Background: an optimization exercise with open tools, aiming at small area. Do not read the settings as production practice. The RTL was checked by simulation tests, not by an equivalence proof against the original design. No driver is modelled on the clock port, so clock power and skew are understated where the tree is cut down; a real chip needs a root buffer or a tree. Power is estimated from default activity; no workload was simulated.

==> flow/design.v (excerpt) <==
module top(
    iTms,
    iTck,
    iTrst,
    iDesync,
    iTdi,
    oRINC,
    WrEn,
    regAddr,
    D7_D0,
    setDataReg_Latch
);
clock: 8.0 ns
lec_check: 0
abc_area: 1
cap_margin: 20
core_margin: 2
core_utilization: 75
gpl_timing_driven: 0
place_density: 0.8
slew_margin: 20
standard.sh (not shown) runs the stock make flow with config.mk's settings and CLKGATE_MAP_FILE= SYNTH_SCRIPT=/design/flow/synth_recipe.tcl, a recipe that flattens the netlist after the stock synthesis.
==> flow/flow/run.sh <==
#!/bin/bash
# Own layout flow: the standard ORFS flow (standard.sh) with
#  - an area-oriented ABC script for the combinational logic (abc_area.script
#    here replaces ORFS's; registers are mapped exactly as in the standard
#    synthesis, before ABC runs),
#  - no separate mapping of adders to half/full adder cells (ADDER_MAP_FILE
#    empty), so that ABC maps the small counters together with their logic,
#  - port buffers of the smallest buffer cell,
#  - a small two-level clock tree built by manual_cts.tcl in place of
#    TritonCTS: the clock port drives one root buffer, which drives a few leaf
#    buffers, each driving an equal share of the flip-flops.
# Each tool's output goes to the ORFS logs; make's output to standard.log.
set -e
HERE=$(pwd)
rm -rf "$HERE/scripts"
cp -r "$FLOW_HOME/scripts" "$HERE/scripts"
cp "$HERE/flow/abc_area.script" "$HERE/scripts/abc_area.script"
sed -i 's|^log_cmd clock_tree_synthesis {\*}\$cts_args|source $::env(MANUAL_CTS_TCL)|' "$HERE/scripts/cts.tcl"
grep -q MANUAL_CTS_TCL "$HERE/scripts/cts.tcl"
export SCRIPTS_DIR="$HERE/scripts"
export ADDER_MAP_FILE=
export MANUAL_CTS_TCL="$HERE/flow/manual_cts.tcl"
export MANUAL_CTS_K=${MANUAL_CTS_K:-8}
export MANUAL_CTS_LEAF=${MANUAL_CTS_LEAF:-sky130_fd_sc_hd__buf_4}
export MANUAL_CTS_ROOT=${MANUAL_CTS_ROOT:-sky130_fd_sc_hd__buf_2}
export BUFFER_PORTS_ARGS="-buffer_cell sky130_fd_sc_hd__buf_1"
bash standard.sh > standard.log 2>&1
==> flow/flow/abc_area.script <==
strash
&get -n
&deepsyn -T 30
&dch -f
&nf -R 1000
&put
topo
==> flow/flow/manual_cts.tcl <==
# Manual two-level clock tree. The clock port drives one root buffer, which
# drives K leaf buffers. The flip-flops are split into K groups of nearly equal
# size by recursive bisection along the longer side of each group's bounding
# box; each leaf buffer drives one group and is placed at the group's centre.
proc cts_split {sinks K} {
  if {$K <= 1} { return [list $sinks] }
  set xs {}; set ys {}
  foreach s $sinks { lappend xs [lindex $s 1]; lappend ys [lindex $s 2] }
  set xs [lsort -integer $xs]; set ys [lsort -integer $ys]
  set w [expr [lindex $xs end] - [lindex $xs 0]]
  set h [expr [lindex $ys end] - [lindex $ys 0]]
  set idx [expr {$w >= $h ? 1 : 2}]
  set sorted [lsort -integer -index $idx $sinks]
  set k1 [expr $K / 2]
  set n [llength $sorted]
  set n1 [expr int(round(double($n) * $k1 / $K))]
  set a [lrange $sorted 0 [expr $n1 - 1]]
  set b [lrange $sorted $n1 end]
  return [concat [cts_split $a $k1] [cts_split $b [expr $K - $k1]]]
}

proc manual_cts {clkname K leafcell rootcell} {
  set block [ord::get_db_block]
  set db [ord::get_db]
  set clknet [$block findNet $clkname]
  set sinks {}
  foreach it [$clknet getITerms] {
    set bb [[$it getInst] getBBox]
    lappend sinks [list $it [expr ([$bb xMin]+[$bb xMax])/2] [expr ([$bb yMin]+[$bb yMax])/2]]
  }
  set groups [cts_split $sinks $K]
  set rootm [$db findMaster $rootcell]
  set leafm [$db findMaster $leafcell]
  set root [odb::dbInst_create $block $rootm clkbuf_root]
  set rootnet [odb::dbNet_create $block clknet_root]
  $rootnet setSigType CLOCK
  [$root findITerm A] connect $clknet
  [$root findITerm X] connect $rootnet
  set rx 0; set ry 0; set k 0
  foreach g $groups {
    set leaf [odb::dbInst_create $block $leafm clkbuf_leaf_$k]
    set net [odb::dbNet_create $block clknet_leaf_$k]
    $net setSigType CLOCK
    [$leaf findITerm A] connect $rootnet
    [$leaf findITerm X] connect $net
    set sx 0; set sy 0
    foreach s $g {
      set it [lindex $s 0]; $it disconnect; $it connect $net
      incr sx [lindex $s 1]; incr sy [lindex $s 2]
    }
    set cx [expr $sx / [llength $g]]; set cy [expr $sy / [llength $g]]
    $leaf setLocation $cx $cy
    $leaf setPlacementStatus PLACED
    incr rx $cx; incr ry $cy; incr k
  }
  $root setLocation [expr $rx / $k] [expr $ry / $k]
  $root setPlacementStatus PLACED
}

manual_cts iTck $::env(MANUAL_CTS_K) $::env(MANUAL_CTS_LEAF) $::env(MANUAL_CTS_ROOT)
The baseline completed with no timing, DRC or antenna violations.
Then changed:
--- a/flow/flow/run.sh
+++ b/flow/flow/run.sh
@@ -23 +23 @@
-export MANUAL_CTS_K=${MANUAL_CTS_K:-8}
+export MANUAL_CTS_K=${MANUAL_CTS_K:-7}
Power drops by 1.0%.
Hold slack is better by 0.0050 ns.
Final cell count drops by 0.34%.
Register-to-register slack hardly moves.
Die area does not change.
Global-route usage drops by 0.31 points.
Area after synthesis is unchanged.
First-iteration DRC count drops by 13%.
Then changed:
--- a/flow/flow/run.sh
+++ b/flow/flow/run.sh
@@ -8,0 +9 @@
+#  - repair_design free to size a driver up to another footprint,
@@ -19,0 +21,3 @@
+# let repair_design fix a slow net by sizing its driver up, not only by adding
+# a buffer (the platform restricts sizing to cells of the same footprint)
+sed -i '/^proc repair_design_helper/,/^}/ s/^  append_env_var additional_args MATCH_CELL_FOOTPRINT.*$//' "$HERE/scripts/util.tcl"
==> flow/flow/abc_area.script (replaced) <==
strash
&get -n
&deepsyn -T 30
&put
dch -f
amap
topo
The changed run produced a clean layout.
Wire length goes down by 4.6%.
Power went up by 0.62%.
Final cell count is higher by 7.4%.
Cell area rose by 1.3%.
Core utilization climbs by 0.48 points.
Synthesized cell count came out higher by 9.7%.
Critical path depth is unchanged.
Die area went up by 0.86%.
Clock power is about the same.
Worst hold slack improves by 0.0093 ns.
Then changed:
--- a/flow/flow/run.sh
+++ b/flow/flow/run.sh
@@ -9 +8,0 @@
-#  - repair_design free to size a driver up to another footprint,
@@ -21,3 +19,0 @@
-# let repair_design fix a slow net by sizing its driver up, not only by adding
-# a buffer (the platform restricts sizing to cells of the same footprint)
-sed -i '/^proc repair_design_helper/,/^}/ s/^  append_env_var additional_args MATCH_CELL_FOOTPRINT.*$//' "$HERE/scripts/util.tcl"
@@ -25,0 +22,2 @@
+# large buffers are not needed at this size; repair uses small ones
+export DONT_USE_CELLS="sky130_fd_sc_hd__buf_6 sky130_fd_sc_hd__buf_8 sky130_fd_sc_hd__buf_12 sky130_fd_sc_hd__buf_16"
Result: The new run went through all stages and came out clean. Setup slack does not change. Wire length barely changes. Core utilization is unchanged. Clock skew stays the same.
No run of this note takes its clock network from TritonCTS; it comes from the design's own scripts or RTL.


Another version of the RTL of top (not shown whole).
Size in the first run: roughly 280 cells after synthesis, roughly 88 flip-flops, roughly 26 I/O pins, roughly 3100 um2 of cells after synthesis.
export LEC_CHECK = 0
export ABC_AREA = 1
export CAP_MARGIN = 20
export CORE_MARGIN = 2
export CORE_UTILIZATION = 75
export GPL_TIMING_DRIVEN = 0
export PLACE_DENSITY = 0.8
export SLEW_MARGIN = 20
create_clock -name core_clock -period 8.0 [get_ports {iTck}]
==> flow/flow/run.sh <==
#!/bin/bash
# Own layout flow: the standard ORFS flow (standard.sh) with
#  - an area-oriented ABC script for the combinational logic (abc_area.script
#    here replaces ORFS's; registers are mapped exactly as in the standard
#    synthesis, before ABC runs),
#  - port buffers of the smallest buffer cell,
#  - a small two-level clock tree built by manual_cts.tcl in place of
#    TritonCTS: the clock port drives one root buffer, which drives a few leaf
#    buffers, each driving an equal share of the flip-flops.
# Each tool's output goes to the ORFS logs; make's output to standard.log.
set -e
HERE=$(pwd)
rm -rf "$HERE/scripts"
cp -r "$FLOW_HOME/scripts" "$HERE/scripts"
cp "$HERE/flow/abc_area.script" "$HERE/scripts/abc_area.script"
sed -i 's|^log_cmd clock_tree_synthesis {\*}\$cts_args|source $::env(MANUAL_CTS_TCL)|' "$HERE/scripts/cts.tcl"
grep -q MANUAL_CTS_TCL "$HERE/scripts/cts.tcl"
export SCRIPTS_DIR="$HERE/scripts"
export MANUAL_CTS_TCL="$HERE/flow/manual_cts.tcl"
export MANUAL_CTS_K=${MANUAL_CTS_K:-8}
export MANUAL_CTS_LEAF=${MANUAL_CTS_LEAF:-sky130_fd_sc_hd__buf_4}
export MANUAL_CTS_ROOT=${MANUAL_CTS_ROOT:-sky130_fd_sc_hd__buf_2}
export BUFFER_PORTS_ARGS="-buffer_cell sky130_fd_sc_hd__buf_1"
bash standard.sh > standard.log 2>&1
==> flow/flow/abc_area.script <==
strash
balance
rewrite
refactor
balance
rewrite
rewrite -z
balance
refactor -z
rewrite -z
balance
dch -f
amap
topo
Scripts as last shown in full above: flow/flow/manual_cts.tcl
Next try:
==> flow/flow/abc_area.script (replaced) <==
strash
&get -n
&deepsyn -T 30
&put
dch -f
amap
topo
The changed run completed with no timing, DRC or antenna violations.
Combinational power drops by 18%.
Cell count drops by 2.8%.
Synthesized cell count goes down by 3.6%.
Routed wire length decreases by 5.8%.
Next try:
--- a/flow/flow/run.sh
+++ b/flow/flow/run.sh
@@ -5,2 +5,4 @@
 #    synthesis, before ABC runs),
+#  - no separate mapping of adders to half/full adder cells (ADDER_MAP_FILE
+#    empty), so that ABC maps the small counters together with their logic,
 #  - port buffers of the smallest buffer cell,
@@ -18,2 +20,3 @@
 export SCRIPTS_DIR="$HERE/scripts"
+export ADDER_MAP_FILE=
 export MANUAL_CTS_TCL="$HERE/flow/manual_cts.tcl"
Result: The changed run finished with timing, DRC and antenna clean. Combinational power climbs by roughly a tenth. Final cell count drops by a little under a tenth. Wire length drops by a little under a tenth. Power climbs by a few percent. Hold slack gets better by 0.026 ns. Fmax climbs by about a fifth. Clock skew barely changes. Design area drops by a few percent. Via count drops by a few percent. Sequential power climbs by a few percent. Synthesized area drops by a few percent.
Next try:
--- a/flow/flow/run.sh
+++ b/flow/flow/run.sh
@@ -5,4 +5,2 @@
 #    synthesis, before ABC runs),
-#  - no separate mapping of adders to half/full adder cells (ADDER_MAP_FILE
-#    empty), so that ABC maps the small counters together with their logic,
 #  - port buffers of the smallest buffer cell,
@@ -20,3 +18,2 @@
 export SCRIPTS_DIR="$HERE/scripts"
-export ADDER_MAP_FILE=
 export MANUAL_CTS_TCL="$HERE/flow/manual_cts.tcl"
==> flow/flow/abc_area.script (replaced) <==
strash
balance
rewrite
refactor
balance
rewrite
rewrite -z
balance
refactor -z
rewrite -z
balance
dch -f
amap
topo
CAP_MARGIN = 0   (was 20)
SLEW_MARGIN = 0   (was 20)
Effect:
- The new run completed without violations
- sequential cell count stays the same
- power came out higher by 2.4%
- wire length came out higher by about 15%
- critical path depth came out higher by 1
- clock power stays flat
- via count came out higher by about 13%
- die area came out higher by 5.5%
- core utilization came out lower by 1.1 points
- combinational power came out higher by about 7%
- sequential power came out higher by about 2%
- hold slack loses 0.0085 ns
In every run of this note, the design's own scripts or RTL, not TritonCTS, make the clock network.

-- static timing again, ports no longer ideal --
No port has a modelled driver above. Below, the same layouts with a new extraction and two added sets of constraints. Step 1: set_driving_cell puts a clkbuf_16 on iTck and a buf_2 on each other input, an assumption about the parent block. Step 2 times the ports against the registers' clock, not the clock port: input delays grow and output delays shrink by t, the midpoint of the rising clock arrivals with the driver on. a / b / c = ideal / step 1 / step 2; a / b = the first two.
run | t (ns) | slack for setup (ns) | slew at the worst register clock pin (ns) | worst data-port slew with drivers (ns)
the first run of note 1 | 0.438 | 4.817 / 4.792 / 5.230 | 0.10 / 0.10 | 0.03
the second run of note 1 | 0.462 | 4.795 / 4.769 / 5.230 | 0.12 / 0.12 | 0.03
the third run of note 1 | 0.435 | 4.797 / 4.771 / 4.968 | 0.12 / 0.12 | 0.03
the fourth run of note 1 | 0.435 | 4.797 / 4.771 / 4.968 | 0.12 / 0.12 | 0.03
the first run of note 2 | 0.452 | 4.603 / 4.580 / 4.632 | 0.10 / 0.10 | 0.04
the second run of note 2 | 0.443 | 4.240 / 4.240 / 4.240 | 0.10 / 0.10 | 0.03
the third run of note 2 | 0.451 | 4.883 / 4.861 / 4.913 | 0.10 / 0.10 | 0.03
the fourth run of note 2 | 0.453 | 4.635 / 4.608 / 4.646 | 0.10 / 0.10 | 0.03
After both steps every run listed still meets setup and hold.
